Context: an optimization exercise on an open-source flow, tuned for small area. The choices shown serve that exercise and are no tape-out recipe. Function was not checked in any run shown here: the RTL went through the layout flow alone. Power is estimated from default activity; no workload was simulated.

`flow/run.sh`:
```
#!/bin/bash
# Own layout flow: the standard ORFS flow (standard.sh) with
#  - synthesis using an area-oriented abc script (flow/synth.tcl, flow/area.abc),
#  - the smallest buffer on the ports,
#  - a clock tree of small clock buffers without dummy loads.
# Each step's full log stays in orfs/logs/ (ORFS writes one per step); make's
# own output goes to flow_make.log in the work folder.
set -euo pipefail
W=$(pwd)
export OWN_FLOW_DIR=$W/flow
CTS="-sink_clustering_enable -repair_clock_nets -dont_use_dummy_load"
CTS="$CTS -buf_list {sky130_fd_sc_hd__clkbuf_8} -root_buf sky130_fd_sc_hd__clkbuf_16"
CTS="$CTS -sink_clustering_size 16 -sink_clustering_max_diameter 100"
bash standard.sh \
  SYNTH_SCRIPT=$W/flow/synth.tcl \
  "BUFFER_PORTS_ARGS=-buffer_cell sky130_fd_sc_hd__buf_1" \
  "CTS_ARGS=$CTS" \
  finish > $W/flow_make.log 2>&1
```
`flow/area.abc`:
```
&get -n
&st
&syn2
&dch
&nf -R 1000
&put
```
`flow/synth.tcl`:
```
# The standard flow's synthesis script (synth_recipe.tcl), with the abc step given an
# area-oriented script; everything else, the flip-flop mapping included, is as
# in the standard synthesis.
proc synth {args} { yosys synth -nofsm -noshare {*}$args }
proc abc {args} {
  set i [lsearch -exact $args -script]
  if {$i >= 0} { lset args [expr {$i + 1}] $::env(OWN_FLOW_DIR)/area.abc }
  yosys abc {*}$args
}
source $::env(SCRIPTS_DIR)/synth.tcl
# left out here: clear keep_hierarchy, flatten, clean up, hide names made inside functions, write 1_2_yosys.v
```
`standard.sh`:
```
#!/bin/bash
# synth_recipe.tcl (not shown) runs the flow's synth.tcl, then flattens the netlist and writes it again
# the make line also repeats each setting of config.mk as NAME=value (left out here)
make -C /OpenROAD-flow-scripts/flow DESIGN_CONFIG=/design/flow/config.mk WORK_HOME=/design/flow/orfs CLKGATE_MAP_FILE= SYNTH_SCRIPT=/design/flow/synth_recipe.tcl "${@:-finish}"
```
`config.mk`:
```
export PLATFORM = sky130hd
export DESIGN_NAME = myclint
export DESIGN_NICKNAME = myclint
export VERILOG_FILES = /design/flow/design.v
export SDC_FILE = /design/flow/constraint.sdc
export NUM_CORES = 4
export LEC_CHECK = 0
export CAP_MARGIN = 20
export CORE_MARGIN = 2
export CORE_UTILIZATION = 40
export SLEW_MARGIN = 20
```
`constraint.sdc`:
```
create_clock -name core_clock -period 6.0 [get_ports {clk}]
set_input_delay 1.2000 -clock core_clock [delete_from_list [all_inputs] [get_ports {clk}]]
set_output_delay 1.2000 -clock core_clock [all_outputs]
set_load 0.01 [all_outputs]
```
`design.v`:
```
`timescale 1ns / 1ps
module myclint #(
    parameter ADDR_W  = 32,
    parameter DATA_W  = 32,
    parameter N_CORES = 8
) (
    input                 clk,  
    input                 rt_clk,  
    input                 reset,  
    input                 valid,  
    input  [ADDR_W-1:0]   address,  
    input  [DATA_W-1:0]   wdata,  
    input  [DATA_W/8-1:0] wstrb,  
    output [DATA_W-1:0]   rdata,  
    output                ready,  
    output [N_CORES-1:0]  mtip,  
    output [N_CORES-1:0]  msip   
);
  wire [15:0] a = address[15:0];
  wire write    = &wstrb;
  wire req      = valid & ~reset;
  wire hit_cmp  = (a[15:6] == 10'h100);    
  wire hit_time = (a[15:3] == 13'h17ff);   
  wire hit_msip = (a[15:5] == 11'h000);    
  wire wr       = req & write;
  reg rsp, ready_q;
  always @(posedge clk) begin
    rsp     <= req & (hit_cmp | hit_time | hit_msip);
    ready_q <= rsp;
  end
  assign ready = ready_q;
  reg [1:0] rtc_s;
  reg       rtc_p;
  always @(posedge clk) begin
    if (reset) begin
      rtc_s <= 2'b00;
      rtc_p <= 1'b0;
    end else begin
      rtc_s <= {rtc_s[0], rt_clk};
      rtc_p <= rtc_s[1];
    end
  end
  wire inc = rtc_s[1] & ~rtc_p;
  wire [31:0] wd0     = wdata & {32{~reset}};
  wire        wr_tlo  = reset | (wr & hit_time & ~a[2]);
  wire        wr_thi  = reset | (wr & hit_time &  a[2]);
  reg  [63:0] mtime;
  wire [63:0] mtime_inc = mtime + {63'b0, inc};
  wire [31:0] mtime_lo_d = wr_tlo ? wd0 : mtime_inc[31:0];    
  always @(posedge clk) begin
    mtime[31:0]  <= mtime_lo_d;
    mtime[63:32] <= wr_thi ? wd0 : mtime_inc[63:32];
  end
  reg [63:0] cmpn0, cmpn1, cmpn2, cmpn3, cmpn4, cmpn5, cmpn6, cmpn7;
  wire [511:0] cmpn = {cmpn7, cmpn6, cmpn5, cmpn4, cmpn3, cmpn2, cmpn1, cmpn0};
  wire [7:0] wr_cmp_lo, wr_cmp_hi;
  genvar k;
  generate
    for (k = 0; k < 8; k = k + 1) begin : g_cmp
      assign wr_cmp_lo[k] = wr & hit_cmp & (a[5:3] == k) & ~a[2];
      assign wr_cmp_hi[k] = wr & hit_cmp & (a[5:3] == k) &  a[2];
    end
  endgenerate
  wire [31:0] wdn = ~wdata & {32{~reset}};
  always @(posedge clk) begin 
    if (reset | wr_cmp_lo[0]) cmpn0[31:0]  <= wdn; 
    if (reset | wr_cmp_hi[0]) cmpn0[63:32] <= wdn; 
  end
  always @(posedge clk) begin 
    if (reset | wr_cmp_lo[1]) cmpn1[31:0]  <= wdn; 
    if (reset | wr_cmp_hi[1]) cmpn1[63:32] <= wdn; 
  end
  always @(posedge clk) begin 
    if (reset | wr_cmp_lo[2]) cmpn2[31:0]  <= wdn; 
    if (reset | wr_cmp_hi[2]) cmpn2[63:32] <= wdn; 
  end
  always @(posedge clk) begin 
    if (reset | wr_cmp_lo[3]) cmpn3[31:0]  <= wdn; 
    if (reset | wr_cmp_hi[3]) cmpn3[63:32] <= wdn; 
  end
  always @(posedge clk) begin 
    if (reset | wr_cmp_lo[4]) cmpn4[31:0]  <= wdn; 
    if (reset | wr_cmp_hi[4]) cmpn4[63:32] <= wdn; 
  end
  always @(posedge clk) begin 
    if (reset | wr_cmp_lo[5]) cmpn5[31:0]  <= wdn; 
    if (reset | wr_cmp_hi[5]) cmpn5[63:32] <= wdn; 
  end
  always @(posedge clk) begin 
    if (reset | wr_cmp_lo[6]) cmpn6[31:0]  <= wdn; 
    if (reset | wr_cmp_hi[6]) cmpn6[63:32] <= wdn; 
  end
  always @(posedge clk) begin 
    if (reset | wr_cmp_lo[7]) cmpn7[31:0]  <= wdn; 
    if (reset | wr_cmp_hi[7]) cmpn7[63:32] <= wdn; 
  end
  wire        ge_lo_w;                                       
  myclint_ge_lo u_ge_lo_w (.m(mtime_lo_d), .cn(wdn), .cin(1'b1), .ge(ge_lo_w));
  reg  [7:0]  ge_lo;
  generate
    for (k = 0; k < 8; k = k + 1) begin : g_ge
      wire ge_lo_k;
      myclint_ge_lo u_ge_lo (.m(mtime_lo_d), .cn(cmpn[64*k +: 32]), .cin(1'b1), .ge(ge_lo_k));
      always @(posedge clk)
        ge_lo[k] <= (reset | wr_cmp_lo[k]) ? ge_lo_w : ge_lo_k;
      myclint_ge_hi u_ge_hi (.m(mtime[63:32]), .cn(cmpn[64*k+32 +: 32]), .cin(ge_lo[k]), .ge(mtip[k]));
    end
  endgenerate
  reg [7:0] msip_q;
  generate
    for (k = 0; k < 8; k = k + 1) begin : g_msip
      always @(posedge clk)
        if (reset | (wr & hit_msip & (a[4:2] == k))) msip_q[k] <= wdata[0] & ~reset;
    end
  endgenerate
  assign msip = msip_q;
  wire [15:0] rs_cmp;
  wire [7:0]  rs_msip;
  generate
    for (k = 0; k < 16; k = k + 1) begin : g_rs_cmp
      assign rs_cmp[k] = hit_cmp & (a[5:2] == k);
    end
    for (k = 0; k < 8; k = k + 1) begin : g_rs_msip
      assign rs_msip[k] = hit_msip & (a[4:2] == k);
    end
  endgenerate
  wire rs_tlo = hit_time & ~a[2];
  wire rs_thi = hit_time &  a[2];
  reg [31:0] rsel;
  integer i;
  always @(*) begin
    rsel = ({32{rs_tlo}} & mtime[31:0]) | ({32{rs_thi}} & mtime[63:32]);
    for (i = 0; i < 16; i = i + 1)
      rsel = rsel | ({32{rs_cmp[i]}} & ~cmpn[32*i +: 32]);
    rsel[0] = rsel[0] | (|(rs_msip & msip_q));
  end
  reg [31:0] rdata_q;
  always @(posedge clk) if (valid) rdata_q <= rsel;
  assign rdata = rdata_q;
endmodule
module myclint_ge_lo (input [31:0] m, input [31:0] cn, input cin, output ge);
  wire [32:0] c0;
  assign c0[0] = cin;
  assign c0[1] = (m[0] & cn[0]) | (m[0] & c0[0]) | (cn[0] & c0[0]);
  assign c0[2] = (m[1] & cn[1]) | (m[1] & c0[1]) | (cn[1] & c0[1]);
  assign c0[3] = (m[2] & cn[2]) | (m[2] & c0[2]) | (cn[2] & c0[2]);
  assign c0[4] = (m[3] & cn[3]) | (m[3] & c0[3]) | (cn[3] & c0[3]);
  assign c0[5] = (m[4] & cn[4]) | (m[4] & c0[4]) | (cn[4] & c0[4]);
  assign c0[6] = (m[5] & cn[5]) | (m[5] & c0[5]) | (cn[5] & c0[5]);
  assign c0[7] = (m[6] & cn[6]) | (m[6] & c0[6]) | (cn[6] & c0[6]);
  assign c0[8] = (m[7] & cn[7]) | (m[7] & c0[7]) | (cn[7] & c0[7]);
  assign c0[9] = (m[8] & cn[8]) | (m[8] & c0[8]) | (cn[8] & c0[8]);
  assign c0[10] = (m[9] & cn[9]) | (m[9] & c0[9]) | (cn[9] & c0[9]);
  assign c0[11] = (m[10] & cn[10]) | (m[10] & c0[10]) | (cn[10] & c0[10]);
  assign c0[12] = (m[11] & cn[11]) | (m[11] & c0[11]) | (cn[11] & c0[11]);
  assign c0[13] = (m[12] & cn[12]) | (m[12] & c0[12]) | (cn[12] & c0[12]);
  assign c0[14] = (m[13] & cn[13]) | (m[13] & c0[13]) | (cn[13] & c0[13]);
  assign c0[15] = (m[14] & cn[14]) | (m[14] & c0[14]) | (cn[14] & c0[14]);
  assign c0[16] = (m[15] & cn[15]) | (m[15] & c0[15]) | (cn[15] & c0[15]);
  assign c0[17] = (m[16] & cn[16]) | (m[16] & c0[16]) | (cn[16] & c0[16]);
  assign c0[18] = (m[17] & cn[17]) | (m[17] & c0[17]) | (cn[17] & c0[17]);
  assign c0[19] = (m[18] & cn[18]) | (m[18] & c0[18]) | (cn[18] & c0[18]);
  assign c0[20] = (m[19] & cn[19]) | (m[19] & c0[19]) | (cn[19] & c0[19]);
  assign c0[21] = (m[20] & cn[20]) | (m[20] & c0[20]) | (cn[20] & c0[20]);
  assign c0[22] = (m[21] & cn[21]) | (m[21] & c0[21]) | (cn[21] & c0[21]);
  assign c0[23] = (m[22] & cn[22]) | (m[22] & c0[22]) | (cn[22] & c0[22]);
  assign c0[24] = (m[23] & cn[23]) | (m[23] & c0[23]) | (cn[23] & c0[23]);
  assign c0[25] = (m[24] & cn[24]) | (m[24] & c0[24]) | (cn[24] & c0[24]);
  assign c0[26] = (m[25] & cn[25]) | (m[25] & c0[25]) | (cn[25] & c0[25]);
  assign c0[27] = (m[26] & cn[26]) | (m[26] & c0[26]) | (cn[26] & c0[26]);
  assign c0[28] = (m[27] & cn[27]) | (m[27] & c0[27]) | (cn[27] & c0[27]);
  assign c0[29] = (m[28] & cn[28]) | (m[28] & c0[28]) | (cn[28] & c0[28]);
  assign c0[30] = (m[29] & cn[29]) | (m[29] & c0[29]) | (cn[29] & c0[29]);
  assign c0[31] = (m[30] & cn[30]) | (m[30] & c0[30]) | (cn[30] & c0[30]);
  assign c0[32] = (m[31] & cn[31]) | (m[31] & c0[31]) | (cn[31] & c0[31]);
  assign ge = c0[32];
endmodule
module myclint_ge_hi (input [31:0] m, input [31:0] cn, input cin, output ge);
  wire [32:0] c0;
  assign c0[0] = cin;
  assign c0[1] = (m[0] & cn[0]) | (m[0] & c0[0]) | (cn[0] & c0[0]);
  assign c0[2] = (m[1] & cn[1]) | (m[1] & c0[1]) | (cn[1] & c0[1]);
  assign c0[3] = (m[2] & cn[2]) | (m[2] & c0[2]) | (cn[2] & c0[2]);
  assign c0[4] = (m[3] & cn[3]) | (m[3] & c0[3]) | (cn[3] & c0[3]);
  assign c0[5] = (m[4] & cn[4]) | (m[4] & c0[4]) | (cn[4] & c0[4]);
  assign c0[6] = (m[5] & cn[5]) | (m[5] & c0[5]) | (cn[5] & c0[5]);
  assign c0[7] = (m[6] & cn[6]) | (m[6] & c0[6]) | (cn[6] & c0[6]);
  assign c0[8] = (m[7] & cn[7]) | (m[7] & c0[7]) | (cn[7] & c0[7]);
  assign c0[9] = (m[8] & cn[8]) | (m[8] & c0[8]) | (cn[8] & c0[8]);
  assign c0[10] = (m[9] & cn[9]) | (m[9] & c0[9]) | (cn[9] & c0[9]);
  assign c0[11] = (m[10] & cn[10]) | (m[10] & c0[10]) | (cn[10] & c0[10]);
  assign c0[12] = (m[11] & cn[11]) | (m[11] & c0[11]) | (cn[11] & c0[11]);
  assign c0[13] = (m[12] & cn[12]) | (m[12] & c0[12]) | (cn[12] & c0[12]);
  assign c0[14] = (m[13] & cn[13]) | (m[13] & c0[13]) | (cn[13] & c0[13]);
  assign c0[15] = (m[14] & cn[14]) | (m[14] & c0[14]) | (cn[14] & c0[14]);
  assign c0[16] = (m[15] & cn[15]) | (m[15] & c0[15]) | (cn[15] & c0[15]);
  assign c0[17] = (m[16] & cn[16]) | (m[16] & c0[16]) | (cn[16] & c0[16]);
  assign c0[18] = (m[17] & cn[17]) | (m[17] & c0[17]) | (cn[17] & c0[17]);
  assign c0[19] = (m[18] & cn[18]) | (m[18] & c0[18]) | (cn[18] & c0[18]);
  assign c0[20] = (m[19] & cn[19]) | (m[19] & c0[19]) | (cn[19] & c0[19]);
  assign c0[21] = (m[20] & cn[20]) | (m[20] & c0[20]) | (cn[20] & c0[20]);
  assign c0[22] = (m[21] & cn[21]) | (m[21] & c0[21]) | (cn[21] & c0[21]);
  assign c0[23] = (m[22] & cn[22]) | (m[22] & c0[22]) | (cn[22] & c0[22]);
  assign c0[24] = (m[23] & cn[23]) | (m[23] & c0[23]) | (cn[23] & c0[23]);
  assign c0[25] = (m[24] & cn[24]) | (m[24] & c0[24]) | (cn[24] & c0[24]);
  assign c0[26] = (m[25] & cn[25]) | (m[25] & c0[25]) | (cn[25] & c0[25]);
  assign c0[27] = (m[26] & cn[26]) | (m[26] & c0[26]) | (cn[26] & c0[26]);
  assign c0[28] = (m[27] & cn[27]) | (m[27] & c0[27]) | (cn[27] & c0[27]);
  assign c0[29] = (m[28] & cn[28]) | (m[28] & c0[28]) | (cn[28] & c0[28]);
  assign c0[30] = (m[29] & cn[29]) | (m[29] & c0[29]) | (cn[29] & c0[29]);
  assign c0[31] = (m[30] & cn[30]) | (m[30] & c0[30]) | (cn[30] & c0[30]);
  assign c0[32] = (m[31] & cn[31]) | (m[31] & c0[31]) | (cn[31] & c0[31]);
  assign ge = c0[32];
endmodule
```
==> flow_metrics.py, run 1 <==
metrics = {
    "run_status": {
        "outcome": "complete, but fails checks",
        "violations": "setup timing",
    },
    "detailed_routing": {
        "firstDrtPassIters": 9,
        "wire_per_inst_um": 31.2,
        "vias": 25000,
        "totalWireLength_mm": 112,
        "drt_iter0_markers": 3412,
        "drtAntennaViolNets": 0,
        "route.detailed.drc": 0,
        "via_per_inst": 6.95,
    },
    "cts": {
        "clock-sinks": 629,
        "clkLatencyLatePin_ns": 0.60,
        "root_buffer": "clkbuf_16",
        "ctsHoldBuffers": 0,
        "path_clk_slew_ns": 0.11,
        "htree_levels": 2,
        "cts_made_buffers": 45,
        "tritoncts": "built",
        "clock_path_buffers": 3,
    },
    "finish": {
        "design_area_um2": 34200,
        "nets": 2738,
        "multi_input_area_um2": 11500,
        "drive_above_1_share_pct": 20.7,
        "stdcell_count": 3602,
        "final-seq-area_um2": 18100,
        "fillCellCount": 6302,
        "final_common_cell": "edfxtp_1",
        "final_cell_mix": "552 x edfxtp_1, 338 x o22ai_1, 234 x buf_4",
        "layout-area-overhead-vs-synth_pct": 20.1,
        "diodes": 0,
    },
    "grt": {
        "grt_overflow": 0,
        "grt_pass1_wl_mm": 164,
        "grt_pass1_vias": 24100,
        "grt_usage_pct": 29.7,
        "grt_max_degree": 49,
        "antenna_found_initial": 1,
    },
    "sta": {
        "clock.fmax_mhz": 134,
        "finalCritPeriodShare_pct": 124,
        "maxSlewHeadroom_pct": 18.8,
        "worst_hold_slack_ns": 0.344,
        "fin_ws_ns": -1.44,
        "min_period_ns": 7.44,
        "worstMarginPinSlew_ns": 1.22,
        "fin_skew_ns": 0.0522,
        "finalHoldViolCount": 0,
        "setup_viol": 16,
        "slew_violations": 0,
        "setup-tns-final_ns": -12.97,
        "grt_setup_unrepaired": "yes",
    },
    "pwr": {
        "p_comb_share_pct": 13.9,
        "p_leak_uw": 0.0107,
        "total_power_uw": 8970,
        "powerDensity_nw_per_um2": 263,
        "clockPowerShare_pct": 24.0,
        "p_sw_share_pct": 28.6,
        "p_seq_share_pct": 62.0,
        "p_switching_uw": 2570,
        "p_int_uw": 6400,
        "ir_drop_mv": 0.163,
    },
    "logic_synthesis": {
        "ys_seq_area_share_pct": 63.7,
        "syn_inst": 2263,
        "yosysUniqueCellTypes": 38,
        "synth-seq-cells": 629,
        "netlist_area_um2": 28400,
        "yosys_warnings": 1,
        "syn-num-nets": 2337,
        "syn_area_per_cell_um2": 12.6,
    },
    "worst_setup_path": {
        "slowest_delay_ns": 0.59,
        "r2r.worst_path.cells": 34,
        "reg2reg_from": "rtc_s[1]",
        "cp.arrival_ns": 7.91,
        "crit_required_ns": 6.47,
        "cp-start-kind": "input port",
        "slowest_stage": "or4_4",
        "path_class": "input port to flop",
        "r2r_slack_ns": -0.26,
        "crit_path_end_kind": "flop",
        "r2r_end": "ge_lo[4]",
        "critical_path_peak_fanout": 17,
    },
    "job": {
        "maxCapViolations": 0,
    },
    "placement": {
        "postPlaceCellArea_um2": 32200,
        "place_congestion": 0.945,
        "io_buffers": 102,
        "dp_cells": 3538,
        "place.detailed.hpwl_mm": 78.1,
    },
    "floorplan": {
        "initial_core_util_pct": 40.5,
        "ios": 121,
        "dieHeight_um": 271,
        "num_rows": 97,
        "die_w_um": 271,
        "die_area_um2": 73200,
        "core_area_um2": 70100,
    },
    "worst_hold_path": {
        "hold_depth": 0,
        "hold_start": "rsp",
        "hold_path_end": "ready_q",
        "hold_class": "flop to flop",
    },
}
## power groups by stage
stage          sequential, uW  clock, uW  combinational (uW)
2_1_floorplan            5480          0                 554
3_3_place_gp             5600          0                1040
3_5_place_dp             5600          0                1050
4_1_cts                  5530       2180                1180
5_1_grt                  5600       2320                1320
6_report                 5560       2160                1250
## worst max-delay path by stage
stage / startpoint / to / slack, ns / cells after the start
after CTS: address[14] / ge_lo[3] / -1.43 / 36
after floorplan: address[14] / ge_lo[0] / -1.98 / 35
after global placement: address[14] / ge_lo[4] / -2.30 / 36
after detailed placement: address[14] / ge_lo[3] / -2.34 / 36
after global routing: address[6] / ge_lo[1] / -1.70 / 36
final: address[4] / ge_lo[6] / -1.44 / 33
## cell usage after synthesis
cell type  instances  share of area (%)
edfxtp_1         552                 58
o22ai_1          347                7.6
o21ai_0          169                3.0
a22oi_1          160                4.2
a21oi_1          134                2.4
nand2_1          132                1.7
nor2_1           121                1.6
a221oi_1          92                2.8
dfxtp_1           77                5.4
o221ai_1          76                2.3
o22a_1            62                1.9
xnor2_1           45                1.4
nand3_1           41               0.72
nor3_1            36               0.63
nor4_1            35               0.77
mux2i_1           32                1.1
o2111ai_1         31               0.95
nand4_1           13               0.29
o31ai_1           13               0.34
xor2_1            13               0.40
clkinv_1          12               0.16
and4_1             9               0.28
buf_4              8               0.21
or2_0              8               0.18
and3_1             7               0.15
maj3_1             7               0.25
nor2b_1            7               0.15
a31oi_1            6               0.13
and2_0             4              0.088
a31o_1             3              0.092
a41o_1             2              0.070
ha_1               2              0.088
or4_1              2              0.053
a221o_1            1              0.035
a22o_1             1              0.031
nand4b_1           1              0.031
o2bb2ai_1          1              0.031
or3_1              1              0.022
## repair_timing
item                                    4_1_cts  5_1_grt
pin swaps                                   102      114
buffers inserted                             14       13
endpoints found under the setup margin       16       20
gates resized for setup                     223       62
## sequential cells by signal, summed over array words and instances, names as in the netlist
name and count:
rtc_p 1, rsp 1, msip_q 8, rtc_s 2, cmpn7 64, mtime 64, cmpn0 64, cmpn5 64
ready_q 1, cmpn1 64, cmpn3 64, ge_lo 8, rdata_q 32, cmpn2 64, cmpn4 64, cmpn6 64
## stage by stage
step                setup slack, ns  util (%)
floorplan                     -1.98         -
global placement              -2.30      45.9
detailed placement            -2.34      45.9
CTS                           -1.43      48.2
global route                  -1.70      48.7
finish                        -1.44      48.7
## routing by layer
metal  track usage (%)  share of wire [%]  vias to the layer above
li1                  -                  -                    10500
met1              40.3                 40                    12500
met2              46.9                 45                     1739
met3              5.26                 10                      302
met4              12.8                5.1                        0
met5                 0                  0                        -
## layout make-up
class	instances	share of cell area, %
multi-input combinational	1614	33.7
tap	940	3.44
clock buffer	45	1.98
sequential	629	53.1
inverter	12	0.136
timing repair buffer	362	7.66
## cells by family (layout without fill, tap and decap cells)
group                      count (synthesis)  count (layout)  share of synthesized area [%]
buffers and inverters                     20             419                          0.370
adders and majority gates                  9               9                          0.334
and+or+nand+nor                          417             417                           6.71
muxes                                     32              32                           1.13
AOI/OAI and AO/OA                       1098            1098                           26.0
xor gates and xnor gates                  58              58                           1.79
DFF                                      629             629                           63.7
## worst max-delay path, delay by kind of cell
family                 cells  cell delay (ns)
buffers and inverters      3             0.45
AO/OA/AOI/OAI             24             4.62
AND/OR/NAND/NOR            6             1.66
==> run 2, diff against run 1 <==
--- a/design.v
+++ b/design.v
@@ -46,9 +46,8 @@
   wire        wr_thi  = reset | (wr & hit_time &  a[2]);
   reg  [63:0] mtime;
   wire [63:0] mtime_inc = mtime + {63'b0, inc};
-  wire [31:0] mtime_lo_d = wr_tlo ? wd0 : mtime_inc[31:0];    
   always @(posedge clk) begin
-    mtime[31:0]  <= mtime_lo_d;
+    mtime[31:0]  <= wr_tlo ? wd0 : mtime_inc[31:0];
     mtime[63:32] <= wr_thi ? wd0 : mtime_inc[63:32];
   end
   reg [63:0] cmpn0, cmpn1, cmpn2, cmpn3, cmpn4, cmpn5, cmpn6, cmpn7;
@@ -94,16 +93,9 @@
     if (reset | wr_cmp_lo[7]) cmpn7[31:0]  <= wdn; 
     if (reset | wr_cmp_hi[7]) cmpn7[63:32] <= wdn; 
   end
-  wire        ge_lo_w;                                       
-  myclint_ge_lo u_ge_lo_w (.m(mtime_lo_d), .cn(wdn), .cin(1'b1), .ge(ge_lo_w));
-  reg  [7:0]  ge_lo;
   generate
     for (k = 0; k < 8; k = k + 1) begin : g_ge
-      wire ge_lo_k;
-      myclint_ge_lo u_ge_lo (.m(mtime_lo_d), .cn(cmpn[64*k +: 32]), .cin(1'b1), .ge(ge_lo_k));
-      always @(posedge clk)
-        ge_lo[k] <= (reset | wr_cmp_lo[k]) ? ge_lo_w : ge_lo_k;
-      myclint_ge_hi u_ge_hi (.m(mtime[63:32]), .cn(cmpn[64*k+32 +: 32]), .cin(ge_lo[k]), .ge(mtip[k]));
+      myclint_ge64 u_ge (.m(mtime), .cn(cmpn[64*k +: 64]), .ge(mtip[k]));
     end
   endgenerate
   reg [7:0] msip_q;
@@ -138,10 +130,9 @@
   always @(posedge clk) if (valid) rdata_q <= rsel;
   assign rdata = rdata_q;
 endmodule
-module myclint_ge_lo (input [31:0] m, input [31:0] cn, input cin, output ge);
+module myclint_ge64 (input [63:0] m, input [63:0] cn, output ge);
   wire [32:0] c0;
-  assign c0[0] = cin;
-  assign c0[1] = (m[0] & cn[0]) | (m[0] & c0[0]) | (cn[0] & c0[0]);
+  assign c0[1] = m[0] | cn[0];
   assign c0[2] = (m[1] & cn[1]) | (m[1] & c0[1]) | (cn[1] & c0[1]);
   assign c0[3] = (m[2] & cn[2]) | (m[2] & c0[2]) | (cn[2] & c0[2]);
   assign c0[4] = (m[3] & cn[3]) | (m[3] & c0[3]) | (cn[3] & c0[3]);
@@ -173,42 +164,40 @@
   assign c0[30] = (m[29] & cn[29]) | (m[29] & c0[29]) | (cn[29] & c0[29]);
   assign c0[31] = (m[30] & cn[30]) | (m[30] & c0[30]) | (cn[30] & c0[30]);
   assign c0[32] = (m[31] & cn[31]) | (m[31] & c0[31]) | (cn[31] & c0[31]);
-  assign ge = c0[32];
+  wire [32:0] c1;
+  assign c1[1] = m[32] & cn[32];
+  assign c1[2] = (m[33] & cn[33]) | (m[33] & c1[1]) | (cn[33] & c1[1]);
+  assign c1[3] = (m[34] & cn[34]) | (m[34] & c1[2]) | (cn[34] & c1[2]);
+  assign c1[4] = (m[35] & cn[35]) | (m[35] & c1[3]) | (cn[35] & c1[3]);
+  assign c1[5] = (m[36] & cn[36]) | (m[36] & c1[4]) | (cn[36] & c1[4]);
+  assign c1[6] = (m[37] & cn[37]) | (m[37] & c1[5]) | (cn[37] & c1[5]);
+  assign c1[7] = (m[38] & cn[38]) | (m[38] & c1[6]) | (cn[38] & c1[6]);
+  assign c1[8] = (m[39] & cn[39]) | (m[39] & c1[7]) | (cn[39] & c1[7]);
+  assign c1[9] = (m[40] & cn[40]) | (m[40] & c1[8]) | (cn[40] & c1[8]);
+  assign c1[10] = (m[41] & cn[41]) | (m[41] & c1[9]) | (cn[41] & c1[9]);
+  assign c1[11] = (m[42] & cn[42]) | (m[42] & c1[10]) | (cn[42] & c1[10]);
+  assign c1[12] = (m[43] & cn[43]) | (m[43] & c1[11]) | (cn[43] & c1[11]);
+  assign c1[13] = (m[44] & cn[44]) | (m[44] & c1[12]) | (cn[44] & c1[12]);
+  assign c1[14] = (m[45] & cn[45]) | (m[45] & c1[13]) | (cn[45] & c1[13]);
+  assign c1[15] = (m[46] & cn[46]) | (m[46] & c1[14]) | (cn[46] & c1[14]);
+  assign c1[16] = (m[47] & cn[47]) | (m[47] & c1[15]) | (cn[47] & c1[15]);
+  assign c1[17] = (m[48] & cn[48]) | (m[48] & c1[16]) | (cn[48] & c1[16]);
+  assign c1[18] = (m[49] & cn[49]) | (m[49] & c1[17]) | (cn[49] & c1[17]);
+  assign c1[19] = (m[50] & cn[50]) | (m[50] & c1[18]) | (cn[50] & c1[18]);
+  assign c1[20] = (m[51] & cn[51]) | (m[51] & c1[19]) | (cn[51] & c1[19]);
+  assign c1[21] = (m[52] & cn[52]) | (m[52] & c1[20]) | (cn[52] & c1[20]);
+  assign c1[22] = (m[53] & cn[53]) | (m[53] & c1[21]) | (cn[53] & c1[21]);
+  assign c1[23] = (m[54] & cn[54]) | (m[54] & c1[22]) | (cn[54] & c1[22]);
+  assign c1[24] = (m[55] & cn[55]) | (m[55] & c1[23]) | (cn[55] & c1[23]);
+  assign c1[25] = (m[56] & cn[56]) | (m[56] & c1[24]) | (cn[56] & c1[24]);
+  assign c1[26] = (m[57] & cn[57]) | (m[57] & c1[25]) | (cn[57] & c1[25]);
+  assign c1[27] = (m[58] & cn[58]) | (m[58] & c1[26]) | (cn[58] & c1[26]);
+  assign c1[28] = (m[59] & cn[59]) | (m[59] & c1[27]) | (cn[59] & c1[27]);
+  assign c1[29] = (m[60] & cn[60]) | (m[60] & c1[28]) | (cn[60] & c1[28]);
+  assign c1[30] = (m[61] & cn[61]) | (m[61] & c1[29]) | (cn[61] & c1[29]);
+  assign c1[31] = (m[62] & cn[62]) | (m[62] & c1[30]) | (cn[62] & c1[30]);
+  assign c1[32] = (m[63] & cn[63]) | (m[63] & c1[31]) | (cn[63] & c1[31]);
+  wire p1 = &(m[63:32] | cn[63:32]);
+  wire t0_0g = c1[32] | (p1 & c0[32]);
+  assign ge = t0_0g;
 endmodule
-module myclint_ge_hi (input [31:0] m, input [31:0] cn, input cin, output ge);
-  wire [32:0] c0;
-  assign c0[0] = cin;
-  assign c0[1] = (m[0] & cn[0]) | (m[0] & c0[0]) | (cn[0] & c0[0]);
-  assign c0[2] = (m[1] & cn[1]) | (m[1] & c0[1]) | (cn[1] & c0[1]);
-  assign c0[3] = (m[2] & cn[2]) | (m[2] & c0[2]) | (cn[2] & c0[2]);
-  assign c0[4] = (m[3] & cn[3]) | (m[3] & c0[3]) | (cn[3] & c0[3]);
-  assign c0[5] = (m[4] & cn[4]) | (m[4] & c0[4]) | (cn[4] & c0[4]);
-  assign c0[6] = (m[5] & cn[5]) | (m[5] & c0[5]) | (cn[5] & c0[5]);
-  assign c0[7] = (m[6] & cn[6]) | (m[6] & c0[6]) | (cn[6] & c0[6]);
-  assign c0[8] = (m[7] & cn[7]) | (m[7] & c0[7]) | (cn[7] & c0[7]);
-  assign c0[9] = (m[8] & cn[8]) | (m[8] & c0[8]) | (cn[8] & c0[8]);
-  assign c0[10] = (m[9] & cn[9]) | (m[9] & c0[9]) | (cn[9] & c0[9]);
-  assign c0[11] = (m[10] & cn[10]) | (m[10] & c0[10]) | (cn[10] & c0[10]);
-  assign c0[12] = (m[11] & cn[11]) | (m[11] & c0[11]) | (cn[11] & c0[11]);
-  assign c0[13] = (m[12] & cn[12]) | (m[12] & c0[12]) | (cn[12] & c0[12]);
-  assign c0[14] = (m[13] & cn[13]) | (m[13] & c0[13]) | (cn[13] & c0[13]);
-  assign c0[15] = (m[14] & cn[14]) | (m[14] & c0[14]) | (cn[14] & c0[14]);
-  assign c0[16] = (m[15] & cn[15]) | (m[15] & c0[15]) | (cn[15] & c0[15]);
-  assign c0[17] = (m[16] & cn[16]) | (m[16] & c0[16]) | (cn[16] & c0[16]);
-  assign c0[18] = (m[17] & cn[17]) | (m[17] & c0[17]) | (cn[17] & c0[17]);
-  assign c0[19] = (m[18] & cn[18]) | (m[18] & c0[18]) | (cn[18] & c0[18]);
-  assign c0[20] = (m[19] & cn[19]) | (m[19] & c0[19]) | (cn[19] & c0[19]);
-  assign c0[21] = (m[20] & cn[20]) | (m[20] & c0[20]) | (cn[20] & c0[20]);
-  assign c0[22] = (m[21] & cn[21]) | (m[21] & c0[21]) | (cn[21] & c0[21]);
-  assign c0[23] = (m[22] & cn[22]) | (m[22] & c0[22]) | (cn[22] & c0[22]);
-  assign c0[24] = (m[23] & cn[23]) | (m[23] & c0[23]) | (cn[23] & c0[23]);
-  assign c0[25] = (m[24] & cn[24]) | (m[24] & c0[24]) | (cn[24] & c0[24]);
-  assign c0[26] = (m[25] & cn[25]) | (m[25] & c0[25]) | (cn[25] & c0[25]);
-  assign c0[27] = (m[26] & cn[26]) | (m[26] & c0[26]) | (cn[26] & c0[26]);
-  assign c0[28] = (m[27] & cn[27]) | (m[27] & c0[27]) | (cn[27] & c0[27]);
-  assign c0[29] = (m[28] & cn[28]) | (m[28] & c0[28]) | (cn[28] & c0[28]);
-  assign c0[30] = (m[29] & cn[29]) | (m[29] & c0[29]) | (cn[29] & c0[29]);
-  assign c0[31] = (m[30] & cn[30]) | (m[30] & c0[30]) | (cn[30] & c0[30]);
-  assign c0[32] = (m[31] & cn[31]) | (m[31] & c0[31]) | (cn[31] & c0[31]);
-  assign ge = c0[32];
-endmodule
--- a/flow/run.sh
+++ b/flow/run.sh
@@ -10,7 +10,7 @@
 export OWN_FLOW_DIR=$W/flow
 CTS="-sink_clustering_enable -repair_clock_nets -dont_use_dummy_load"
 CTS="$CTS -buf_list {sky130_fd_sc_hd__clkbuf_8} -root_buf sky130_fd_sc_hd__clkbuf_16"
-CTS="$CTS -sink_clustering_size 16 -sink_clustering_max_diameter 100"
+CTS="$CTS -sink_clustering_size 14 -sink_clustering_max_diameter 100"
 bash standard.sh \
   SYNTH_SCRIPT=$W/flow/synth.tcl \
   "BUFFER_PORTS_ARGS=-buffer_cell sky130_fd_sc_hd__buf_1" \
==> flow/area.abc (replaced) <==
&get -n
&st
&dc2
&syn2
&dch
&nf -R 1000 -p
&st
&dch
&nf -R 1000 -p
&put
--- a/config.mk
+++ b/config.mk
@@ -8,4 +8,5 @@
 export CAP_MARGIN = 20
 export CORE_MARGIN = 2
 export CORE_UTILIZATION = 40
+export SETUP_SLACK_MARGIN = 0.2
 export SLEW_MARGIN = 20
==> run 2 against run 1 <==
Effect of this change: the layout still fails its checks (setup timing); clock power rose by 5%; flip-flop and latch count fell by 8; count of clock-buffer cells in the layout rose by 5; critical path depth fell by 5; sequential share of layout area rose by 1.2 points; fmax rose by 19%; cell count fell by 1.8%; area after synthesis fell by 1.0%; via count rose by 3.2%; clock skew fell by 0.0013 ns; worst setup slack improved by 1.2 ns; critical path type is now flop to primary output; highest routed layer unchanged.
==> flow_metrics.py, run 2 <==
metrics = {
    "run_status": {
        "outcome": "complete, but fails checks",
        "violations": "setup timing",
    },
    "detailed_routing": {
        "route.detailed.drc": 0,
        "totalWireLength_mm": 120,
        "firstDrtPassIters": 8,
        "wire_per_inst_um": 34.0,
        "drt_iter0_markers": 4613,
        "drtAntennaViolNets": 0,
        "vias": 25800,
        "via_per_inst": 7.31,
    },
    "floorplan": {
        "die_area_um2": 72500,
        "core_area_um2": 69800,
        "ios": 121,
        "num_rows": 97,
        "dieHeight_um": 269,
        "initial_core_util_pct": 40.3,
        "die_w_um": 269,
    },
    "placement": {
        "io_buffers": 102,
        "dp_cells": 3471,
        "postPlaceCellArea_um2": 31100,
        "place_congestion": 0.964,
        "place.detailed.hpwl_mm": 82.7,
    },
    "finish": {
        "design_area_um2": 33200,
        "final_cell_mix": "552 x edfxtp_1, 388 x o22ai_1, 187 x buf_4",
        "drive_above_1_share_pct": 19.0,
        "stdcell_count": 3536,
        "final_common_cell": "edfxtp_1",
        "nets": 2670,
        "layout-area-overhead-vs-synth_pct": 17.8,
    },
    "sta": {
        "clock.fmax_mhz": 159,
        "min_period_ns": 6.27,
        "fin_skew_ns": 0.0509,
        "setup_viol": 8,
        "finalCritPeriodShare_pct": 105,
        "maxSlewHeadroom_pct": 14.5,
        "finalHoldViolCount": 0,
        "slew_violations": 0,
        "fin_ws_ns": -0.271,
        "worstMarginPinSlew_ns": 1.28,
        "grt_setup_unrepaired": "yes",
    },
    "worst_setup_path": {
        "critical_path_peak_fanout": 6,
        "cp.arrival_ns": 5.07,
        "critical_path_buf_inv_count": 4,
        "crit_path_end_kind": "primary output",
        "slowest_stage": "dfxtp_4",
        "reg2reg_from": "mtime[0]",
        "r2r.worst_path.cells": 26,
        "crit_family": "compound AO/OA/AOI/OAI gates",
        "path_class": "flop to primary output",
        "cp-start-kind": "flop",
        "r2r_end": "mtime[58]",
        "r2r_slack_ns": 0.43,
        "cp_common_cell": "a21oi_2",
        "slowest_delay_ns": 0.42,
        "crit_required_ns": 4.80,
    },
    "grt": {
        "grt_usage_pct": 31.8,
        "grt_pass1_vias": 24600,
        "top_usage_layer": "met2",
        "antenna_found_initial": 3,
        "grt_max_degree": 65,
        "met3_usage_pct": 6.76,
        "grt_overflow": 0,
        "grt_use_met1_pct": 42.8,
        "grtUsageMet2_pct": 49.1,
        "grt_pass1_wl_mm": 171,
    },
    "logic_synthesis": {
        "ys_seq_area_share_pct": 63.8,
        "synthFlopType": "edfxtp_1",
        "yosys.cell_count.top_type": "edfxtp_1",
        "syn-num-nets": 2325,
        "synth_top_area_share_pct": 58.9,
        "yosys-top-cells-count": "552 x edfxtp_1, 404 x o22ai_1, 158 x a22oi_1",
        "async_reset_ff_share_pct": 0,
        "yosys_warnings": 1,
        "syn_inst": 2251,
        "synth_edf_count": 552,
        "yosysUniqueCellTypes": 48,
        "syn_area_per_cell_um2": 12.5,
        "synth-seq-cells": 621,
        "yosys-top-cells-area": "edfxtp_1 59%, o22ai_1 9.0%, dfxtp_1 4.9%",
        "synth_top_area_cell": "edfxtp_1",
        "netlist_area_um2": 28100,
    },
    "cts": {
        "path_clk_slew_ns": 0.10,
        "cts_made_buffers": 50,
        "clock_path_buffers": 3,
        "clkLatencyLatePin_ns": 0.60,
        "htree_levels": 2,
        "root_buffer": "clkbuf_16",
        "tritoncts": "built",
        "clock-sinks": 621,
    },
    "pwr": {
        "ir_drop_mv": 0.157,
        "powerDensity_nw_per_um2": 246,
        "p_leak_uw": 0.0101,
    },
    "worst_hold_path": {
        "hold_start": "rsp",
        "hold_depth": 0,
        "hold_path_end": "ready_q",
        "hold_class": "flop to flop",
    },
    "job": {
        "maxCapViolations": 0,
    },
}
[run 2: cell count changes in the layout (fill, tap and decap cells not counted), moves of 22 or more]
| cell | before | now |
|---|---|---|
| nand2_1 | 128 | 99 |
| a21o_1 | 0 | 25 |
| o22a_1 | 62 | 31 |
| mux2i_1 | 32 | 2 |
| nand2b_1 | 0 | 25 |
| a221oi_1 | 47 | 25 |
| buf_4 | 234 | 187 |
| xnor2_1 | 45 | 2 |
| nor4_1 | 33 | 66 |
| a222oi_1 | 0 | 30 |
| o22ai_1 | 338 | 388 |
| o221ai_1 | 32 | 10 |
[run 2: worst reg2reg max path: stages, from the launching register on]
cell and delay [ns]:
dfxtp_4 0.41, buf_4 0.15, ha_1 0.23, ha_2 0.24, nand2_1 0.07, nor2_2 0.17, and3_1 0.21, and3_2 0.25
and4_4 0.29, and3_1 0.25, nand4_1 0.33, nor2_2 0.24, nand3_1 0.15, nor2_2 0.22, and2_0 0.20, and3_1 0.22
nor2b_2 0.18, and3_1 0.19, and2_0 0.18, and4_1 0.22, and2_1 0.17, nand4_1 0.10, buf_4 0.22, nor2_2 0.13
a31oi_1 0.11, a211oi_1 0.28, a21o_1 0.12
[run 2: metrics by stage]
| step | utilization [%] | worst slack (ns) | hold slack, ns | total power, uW | TNS [ns] |
|---|---|---|---|---|---|
| 2_1_floorplan | - | 1.16 | 0.310 | 5520 | 0 |
| 3_3_place_gp | 44.6 | -0.911 | 0.311 | 5910 | -5.48 |
| 3_5_place_dp | 44.6 | -0.879 | 0.319 | 5920 | -5.24 |
| 4_1_cts | 46.9 | -0.246 | 0.342 | 8120 | -1.75 |
| 5_1_grt | 47.5 | -0.417 | 0.355 | 8340 | -2.80 |
| 6_report | 47.5 | -0.271 | 0.348 | 8170 | -1.42 |
[run 2: cell families after synthesis]
family                     Yosys count  synth area share, %
and+or+nand+nor                    477                 8.44
buffers and inverters               12                0.267
adders and majority gates            2               0.0889
DFF                                621                 63.8
AOI/OAI and AO/OA                 1132                 27.2
muxes                                2               0.0711
xor gates and xnor gates             5                0.156
[run 2: how the worst max path moves through the flow]
stage	startpoint	to	slack, ns	depth (start not counted)
6_report	mtime[1]	mtip[3]	-0.27	28
5_1_grt	mtime[34]	mtip[0]	-0.42	25
4_1_cts	mtime[1]	mtip[6]	-0.25	26
3_5_place_dp	mtime[2]	mtip[3]	-0.88	28
3_3_place_gp	mtime[2]	mtip[3]	-0.91	28
2_1_floorplan	mtime[2]	mtip[4]	1.16	25
[run 2: final cells by class]
type | count | area [um2]
inverter | 4 | 15.0
antenna | 2 | 5.00
tap | 940 | 1180
clock buffer | 50 | 744
timing repair buffer | 301 | 1980
fill | 6273 | 36600
multi-input combinational | 1618 | 11300
sequential | 621 | 18000
[run 2: what timing repair did]
item / in CTS / in global routing
hold endpoints to repair: 0 / 0
setup buffers: 3 / 10
gates resized for setup: 228 / 69
pin swaps: 93 / 63
setup endpoints to repair: 11 / 18
hold buffers: 0 / 0
[run 2: power by group]
group | internal [uW] | switching, uW | leakage, uW
Combinational | 153 | 378 | 0.00383
Clock | 828 | 1440 | 0.000385
Sequential | 5050 | 327 | 0.00591
Total | 6030 | 2140 | 0.0101
[run 2: layer usage]
layer	part of all wire (%)	vias up
li1	-	10600
met1	38	12800
met2	45	2147
met3	12	356
met4	5.1	0
met5	0	-
==> run 3, diff against run 2 <==
--- a/design.v
+++ b/design.v
@@ -131,7 +131,7 @@
   assign rdata = rdata_q;
 endmodule
 module myclint_ge64 (input [63:0] m, input [63:0] cn, output ge);
-  wire [32:0] c0;
+  wire [24:0] c0;
   assign c0[1] = m[0] | cn[0];
   assign c0[2] = (m[1] & cn[1]) | (m[1] & c0[1]) | (cn[1] & c0[1]);
   assign c0[3] = (m[2] & cn[2]) | (m[2] & c0[2]) | (cn[2] & c0[2]);
@@ -156,48 +156,51 @@
   assign c0[22] = (m[21] & cn[21]) | (m[21] & c0[21]) | (cn[21] & c0[21]);
   assign c0[23] = (m[22] & cn[22]) | (m[22] & c0[22]) | (cn[22] & c0[22]);
   assign c0[24] = (m[23] & cn[23]) | (m[23] & c0[23]) | (cn[23] & c0[23]);
-  assign c0[25] = (m[24] & cn[24]) | (m[24] & c0[24]) | (cn[24] & c0[24]);
-  assign c0[26] = (m[25] & cn[25]) | (m[25] & c0[25]) | (cn[25] & c0[25]);
-  assign c0[27] = (m[26] & cn[26]) | (m[26] & c0[26]) | (cn[26] & c0[26]);
-  assign c0[28] = (m[27] & cn[27]) | (m[27] & c0[27]) | (cn[27] & c0[27]);
-  assign c0[29] = (m[28] & cn[28]) | (m[28] & c0[28]) | (cn[28] & c0[28]);
-  assign c0[30] = (m[29] & cn[29]) | (m[29] & c0[29]) | (cn[29] & c0[29]);
-  assign c0[31] = (m[30] & cn[30]) | (m[30] & c0[30]) | (cn[30] & c0[30]);
-  assign c0[32] = (m[31] & cn[31]) | (m[31] & c0[31]) | (cn[31] & c0[31]);
-  wire [32:0] c1;
-  assign c1[1] = m[32] & cn[32];
-  assign c1[2] = (m[33] & cn[33]) | (m[33] & c1[1]) | (cn[33] & c1[1]);
-  assign c1[3] = (m[34] & cn[34]) | (m[34] & c1[2]) | (cn[34] & c1[2]);
-  assign c1[4] = (m[35] & cn[35]) | (m[35] & c1[3]) | (cn[35] & c1[3]);
-  assign c1[5] = (m[36] & cn[36]) | (m[36] & c1[4]) | (cn[36] & c1[4]);
-  assign c1[6] = (m[37] & cn[37]) | (m[37] & c1[5]) | (cn[37] & c1[5]);
-  assign c1[7] = (m[38] & cn[38]) | (m[38] & c1[6]) | (cn[38] & c1[6]);
-  assign c1[8] = (m[39] & cn[39]) | (m[39] & c1[7]) | (cn[39] & c1[7]);
-  assign c1[9] = (m[40] & cn[40]) | (m[40] & c1[8]) | (cn[40] & c1[8]);
-  assign c1[10] = (m[41] & cn[41]) | (m[41] & c1[9]) | (cn[41] & c1[9]);
-  assign c1[11] = (m[42] & cn[42]) | (m[42] & c1[10]) | (cn[42] & c1[10]);
-  assign c1[12] = (m[43] & cn[43]) | (m[43] & c1[11]) | (cn[43] & c1[11]);
-  assign c1[13] = (m[44] & cn[44]) | (m[44] & c1[12]) | (cn[44] & c1[12]);
-  assign c1[14] = (m[45] & cn[45]) | (m[45] & c1[13]) | (cn[45] & c1[13]);
-  assign c1[15] = (m[46] & cn[46]) | (m[46] & c1[14]) | (cn[46] & c1[14]);
-  assign c1[16] = (m[47] & cn[47]) | (m[47] & c1[15]) | (cn[47] & c1[15]);
-  assign c1[17] = (m[48] & cn[48]) | (m[48] & c1[16]) | (cn[48] & c1[16]);
-  assign c1[18] = (m[49] & cn[49]) | (m[49] & c1[17]) | (cn[49] & c1[17]);
-  assign c1[19] = (m[50] & cn[50]) | (m[50] & c1[18]) | (cn[50] & c1[18]);
-  assign c1[20] = (m[51] & cn[51]) | (m[51] & c1[19]) | (cn[51] & c1[19]);
-  assign c1[21] = (m[52] & cn[52]) | (m[52] & c1[20]) | (cn[52] & c1[20]);
-  assign c1[22] = (m[53] & cn[53]) | (m[53] & c1[21]) | (cn[53] & c1[21]);
-  assign c1[23] = (m[54] & cn[54]) | (m[54] & c1[22]) | (cn[54] & c1[22]);
-  assign c1[24] = (m[55] & cn[55]) | (m[55] & c1[23]) | (cn[55] & c1[23]);
-  assign c1[25] = (m[56] & cn[56]) | (m[56] & c1[24]) | (cn[56] & c1[24]);
-  assign c1[26] = (m[57] & cn[57]) | (m[57] & c1[25]) | (cn[57] & c1[25]);
-  assign c1[27] = (m[58] & cn[58]) | (m[58] & c1[26]) | (cn[58] & c1[26]);
-  assign c1[28] = (m[59] & cn[59]) | (m[59] & c1[27]) | (cn[59] & c1[27]);
-  assign c1[29] = (m[60] & cn[60]) | (m[60] & c1[28]) | (cn[60] & c1[28]);
-  assign c1[30] = (m[61] & cn[61]) | (m[61] & c1[29]) | (cn[61] & c1[29]);
-  assign c1[31] = (m[62] & cn[62]) | (m[62] & c1[30]) | (cn[62] & c1[30]);
-  assign c1[32] = (m[63] & cn[63]) | (m[63] & c1[31]) | (cn[63] & c1[31]);
-  wire p1 = &(m[63:32] | cn[63:32]);
-  wire t0_0g = c1[32] | (p1 & c0[32]);
-  assign ge = t0_0g;
+  wire [20:0] c1;
+  assign c1[1] = m[24] & cn[24];
+  assign c1[2] = (m[25] & cn[25]) | (m[25] & c1[1]) | (cn[25] & c1[1]);
+  assign c1[3] = (m[26] & cn[26]) | (m[26] & c1[2]) | (cn[26] & c1[2]);
+  assign c1[4] = (m[27] & cn[27]) | (m[27] & c1[3]) | (cn[27] & c1[3]);
+  assign c1[5] = (m[28] & cn[28]) | (m[28] & c1[4]) | (cn[28] & c1[4]);
+  assign c1[6] = (m[29] & cn[29]) | (m[29] & c1[5]) | (cn[29] & c1[5]);
+  assign c1[7] = (m[30] & cn[30]) | (m[30] & c1[6]) | (cn[30] & c1[6]);
+  assign c1[8] = (m[31] & cn[31]) | (m[31] & c1[7]) | (cn[31] & c1[7]);
+  assign c1[9] = (m[32] & cn[32]) | (m[32] & c1[8]) | (cn[32] & c1[8]);
+  assign c1[10] = (m[33] & cn[33]) | (m[33] & c1[9]) | (cn[33] & c1[9]);
+  assign c1[11] = (m[34] & cn[34]) | (m[34] & c1[10]) | (cn[34] & c1[10]);
+  assign c1[12] = (m[35] & cn[35]) | (m[35] & c1[11]) | (cn[35] & c1[11]);
+  assign c1[13] = (m[36] & cn[36]) | (m[36] & c1[12]) | (cn[36] & c1[12]);
+  assign c1[14] = (m[37] & cn[37]) | (m[37] & c1[13]) | (cn[37] & c1[13]);
+  assign c1[15] = (m[38] & cn[38]) | (m[38] & c1[14]) | (cn[38] & c1[14]);
+  assign c1[16] = (m[39] & cn[39]) | (m[39] & c1[15]) | (cn[39] & c1[15]);
+  assign c1[17] = (m[40] & cn[40]) | (m[40] & c1[16]) | (cn[40] & c1[16]);
+  assign c1[18] = (m[41] & cn[41]) | (m[41] & c1[17]) | (cn[41] & c1[17]);
+  assign c1[19] = (m[42] & cn[42]) | (m[42] & c1[18]) | (cn[42] & c1[18]);
+  assign c1[20] = (m[43] & cn[43]) | (m[43] & c1[19]) | (cn[43] & c1[19]);
+  wire p1 = &(m[43:24] | cn[43:24]);
+  wire [20:0] c2;
+  assign c2[1] = m[44] & cn[44];
+  assign c2[2] = (m[45] & cn[45]) | (m[45] & c2[1]) | (cn[45] & c2[1]);
+  assign c2[3] = (m[46] & cn[46]) | (m[46] & c2[2]) | (cn[46] & c2[2]);
+  assign c2[4] = (m[47] & cn[47]) | (m[47] & c2[3]) | (cn[47] & c2[3]);
+  assign c2[5] = (m[48] & cn[48]) | (m[48] & c2[4]) | (cn[48] & c2[4]);
+  assign c2[6] = (m[49] & cn[49]) | (m[49] & c2[5]) | (cn[49] & c2[5]);
+  assign c2[7] = (m[50] & cn[50]) | (m[50] & c2[6]) | (cn[50] & c2[6]);
+  assign c2[8] = (m[51] & cn[51]) | (m[51] & c2[7]) | (cn[51] & c2[7]);
+  assign c2[9] = (m[52] & cn[52]) | (m[52] & c2[8]) | (cn[52] & c2[8]);
+  assign c2[10] = (m[53] & cn[53]) | (m[53] & c2[9]) | (cn[53] & c2[9]);
+  assign c2[11] = (m[54] & cn[54]) | (m[54] & c2[10]) | (cn[54] & c2[10]);
+  assign c2[12] = (m[55] & cn[55]) | (m[55] & c2[11]) | (cn[55] & c2[11]);
+  assign c2[13] = (m[56] & cn[56]) | (m[56] & c2[12]) | (cn[56] & c2[12]);
+  assign c2[14] = (m[57] & cn[57]) | (m[57] & c2[13]) | (cn[57] & c2[13]);
+  assign c2[15] = (m[58] & cn[58]) | (m[58] & c2[14]) | (cn[58] & c2[14]);
+  assign c2[16] = (m[59] & cn[59]) | (m[59] & c2[15]) | (cn[59] & c2[15]);
+  assign c2[17] = (m[60] & cn[60]) | (m[60] & c2[16]) | (cn[60] & c2[16]);
+  assign c2[18] = (m[61] & cn[61]) | (m[61] & c2[17]) | (cn[61] & c2[17]);
+  assign c2[19] = (m[62] & cn[62]) | (m[62] & c2[18]) | (cn[62] & c2[18]);
+  assign c2[20] = (m[63] & cn[63]) | (m[63] & c2[19]) | (cn[63] & c2[19]);
+  wire p2 = &(m[63:44] | cn[63:44]);
+  wire t0_0g = c1[20] | (p1 & c0[24]);
+  wire t1_0g = c2[20] | (p2 & t0_0g);
+  assign ge = t1_0g;
 endmodule
==> run 3 against run 2 <==
Effect of this change: now clean on timing, DRC and antenna; worst setup slack better by 0.46 ns; via count is 0.38% higher; area after synthesis is 0.36% higher; register-to-register slack better by 0.65 ns; count of clock-buffer cells in the layout stayed put; utilization is 1.5 points lower; flip-flop and latch count stayed put; clock skew is 0.026 ns lower; clock power hardly changed; critical path type unchanged; critical endpoint is now mtip[1]; largest cell class unchanged; highest routed layer is now met5.
==> flow_metrics.py, run 3 <==
metrics = {
    "logic_synthesis": {
        "synth_top_area_cell": "edfxtp_1",
        "yosys-top-cells-count": "552 x edfxtp_1, 378 x o22ai_1, 167 x a22oi_1",
        "yosysUniqueCellTypes": 44,
        "synthFlopType": "edfxtp_1",
        "syn-num-nets": 2364,
        "synth_top_area_share_pct": 58.7,
        "yosys-top-cells-area": "edfxtp_1 59%, o22ai_1 8.4%, dfxtp_1 4.9%",
        "ys_seq_area_share_pct": 63.6,
        "synth_edf_count": 552,
        "syn_inst": 2290,
        "yosys.cell_count.top_type": "edfxtp_1",
        "syn_area_per_cell_um2": 12.3,
        "synth-seq-cells": 621,
        "async_reset_ff_share_pct": 0,
        "yosys_warnings": 1,
        "netlist_area_um2": 28200,
    },
    "placement": {
        "io_buffers": 102,
        "place_congestion": 1.05,
        "place.detailed.hpwl_mm": 87.3,
    },
    "floorplan": {
        "num_rows": 97,
        "die_w_um": 270,
        "ios": 121,
        "initial_core_util_pct": 40.4,
        "die_area_um2": 72700,
        "dieHeight_um": 270,
        "core_area_um2": 69900,
    },
    "sta": {
        "setup-tns-final_ns": 0,
        "worstMarginPinSlew_ns": 1.23,
        "grt_setup_unrepaired": "yes",
        "setup_viol": 0,
        "slew_violations": 0,
        "finalCritPeriodShare_pct": 96.9,
        "clock.fmax_mhz": 172,
        "finalHoldViolCount": 0,
        "maxSlewHeadroom_pct": 18.0,
        "min_period_ns": 5.82,
        "fin_skew_ns": 0.0244,
    },
    "finish": {
        "fillCellCount": 6502,
        "fin_util_pct": 46.0,
        "layout-area-overhead-vs-synth_pct": 13.8,
        "diodes": 0,
        "final_cell_mix": "552 x edfxtp_1, 371 x o22ai_1, 166 x a22oi_1",
        "nets": 2622,
        "drive_above_1_share_pct": 12.6,
        "final_common_cell": "edfxtp_1",
    },
    "cts": {
        "htree_levels": 2,
        "clock_path_buffers": 3,
        "clkLatencyLatePin_ns": 0.60,
        "tritoncts": "built",
        "path_clk_slew_ns": 0.10,
        "cts_made_buffers": 50,
        "root_buffer": "clkbuf_16",
        "clock-sinks": 621,
    },
    "grt": {
        "grt_usage_pct": 33.6,
        "grt_pass1_vias": 24700,
        "grt_overflow": 0,
        "antenna_found_initial": 1,
        "grt_pass1_wl_mm": 178,
        "grt_max_degree": 40,
    },
    "pwr": {
        "powerDensity_nw_per_um2": 254,
        "p_leak_uw": 0.00941,
        "ir_drop_mv": 0.163,
        "total_power_uw": 8150,
    },
    "worst_setup_path": {
        "crit_required_ns": 4.80,
        "cp-start-kind": "flop",
        "path_class": "flop to primary output",
        "critical_path_peak_fanout": 8,
        "cp.arrival_ns": 4.62,
        "crit_path_end_kind": "primary output",
    },
    "detailed_routing": {
        "vias": 25900,
        "firstDrtPassIters": 6,
        "wire_per_inst_um": 36.3,
        "drt_iter0_markers": 4650,
        "totalWireLength_mm": 127,
        "route.detailed.drc": 0,
        "via_per_inst": 7.44,
        "drtAntennaViolNets": 0,
    },
    "job": {
        "maxCapViolations": 0,
    },
    "worst_hold_path": {
        "hold_class": "flop to flop",
    },
    "run_status": {
        "outcome": "no timing/DRC/antenna violations",
    },
}
run 3: changes by cell type after synthesis, sizes merged, moves of 10 or more:
cell	delta
nand2	+34
nor3	+31
o22ai	-26
a21oi	-24
nor2	+24
o22a	+21
a222oi	-20
nor4	-19
a21o	-18
a221oi	+15
o2111ai	+15
and3	+10
run 3: report_power, final:
part / leakage (uW) / internal [uW] / switching (uW) / total, uW
clock network: 0.000385 / 828 / 1440 / 2270
registers: 0.00590 / 5050 / 351 / 5400
logic: 0.00312 / 115 / 371 / 486
run 3: final timing paths:
kind         cells past startpoint  slack (ns)     start        end
min reg2reg                      0        0.34       rsp    ready_q
min                              0        0.34       rsp    ready_q
max reg2reg                     18        1.08  mtime[0]  mtime[60]
max                             22        0.18  mtime[1]    mtip[1]
run 3: per-layer routing:
metal | vias to the layer above | global-route usage, % | share of wire (%)
met5 | - | 0 | 0.0079
met4 | 2 | 18.7 | 6.6
met3 | 475 | 7.77 | 13
met2 | 2213 | 51.7 | 44
met1 | 12800 | 43.8 | 36
li1 | 10500 | - | -
run 3: kinds of logic (layout without fill, tap and decap cells):
family | count (synthesis) | after routing | share of synthesized area, %
buffers and inverters | 10 | 266 | 0.239
adders and majority gates | 2 | 2 | 0.0886
DFF | 621 | 621 | 63.6
and+or+nand+nor | 556 | 556 | 9.51
AOI/OAI and AO/OA | 1090 | 1090 | 26.2
xor gates and xnor gates | 11 | 11 | 0.341
run 3: final cells by class:
cell class | count | area, um2 | area share (%)
Multi-Input combinational cell | 1659 | 10900 | 34.0
Timing Repair Buffer | 214 | 1320 | 4.10
Tap cell | 940 | 1180 | 3.66
Inverter | 2 | 7.51 | 0.0233
Sequential cell | 621 | 18000 | 55.9
Clock buffer | 50 | 744 | 2.32
run 3: per-stage QoR:
step | cell area [um2] | instances | hold WS (ns) | worst slack (ns)
after global routing | 32200 | 3486 | 0.345 | 0.0580
after global placement | 30600 | 3422 | 0.314 | 0.0512
after floorplan | 28200 | 2290 | 0.310 | 0.191
after CTS | 31700 | 3479 | 0.339 | 0.190
final | 32200 | 3486 | 0.336 | 0.184
after detailed placement | 30600 | 3424 | 0.316 | 0.0868
run 3: what timing repair did:
action / CTS / global route
pin swaps: 48 / 63
gates cloned: 1 / 0
buffers inserted: 4 / 2
setup endpoints to repair: 8 / 8
resized for setup: 109 / 71
hold buffers: 0 / 0
run 3: worst max-delay path: stages (launching register included):
cell      delay [ns]
dfxtp_4         0.43
buf_6           0.12
o22ai_1         0.09
a21oi_2         0.22
a221oi_2        0.08
o21ai_1         0.19
o221ai_1        0.18
a21oi_1         0.25
a221oi_1        0.09
o21ai_1         0.28
o221ai_2        0.17
a21oi_2         0.23
a221oi_2        0.06
o21ai_1         0.26
o221ai_2        0.16
a21oi_2         0.20
a221oi_1        0.08
nor2_1          0.18
a21oi_2         0.09
o21ai_1         0.19
nand4_1         0.12
nand2_2         0.17
clkbuf_2        0.15

-- port drivers added, routing unchanged --
In the flow no input, the clock included, has a driving cell. The finished layouts below were timed again as built, in two steps. Step 1 sets driving cells, clkbuf_16 on the clock port and buf_2 on the other inputs (assumed; they add their load-dependent delay and slew). Step 2 also shifts input and output timing later by t, the mid clock arrival at the registers, as if the neighbouring blocks saw the same clock. Three values: no drivers, after step 1, after step 2; two values: the first two.
run	t (ns)	slack for setup (ns)	slew at the worst register clock pin (ns)
run 1	0.641	-1.441 / -1.405 / -2.046	0.12 / 0.12
run 2	0.639	-0.271 / -0.334 / 0.305	0.11 / 0.11
run 3	0.639	0.184 / 0.120 / 0.759	0.11 / 0.11
The setup slack of run 1, which loses most, moves by +0.036 ns with the drivers and by -0.605 ns with both steps.
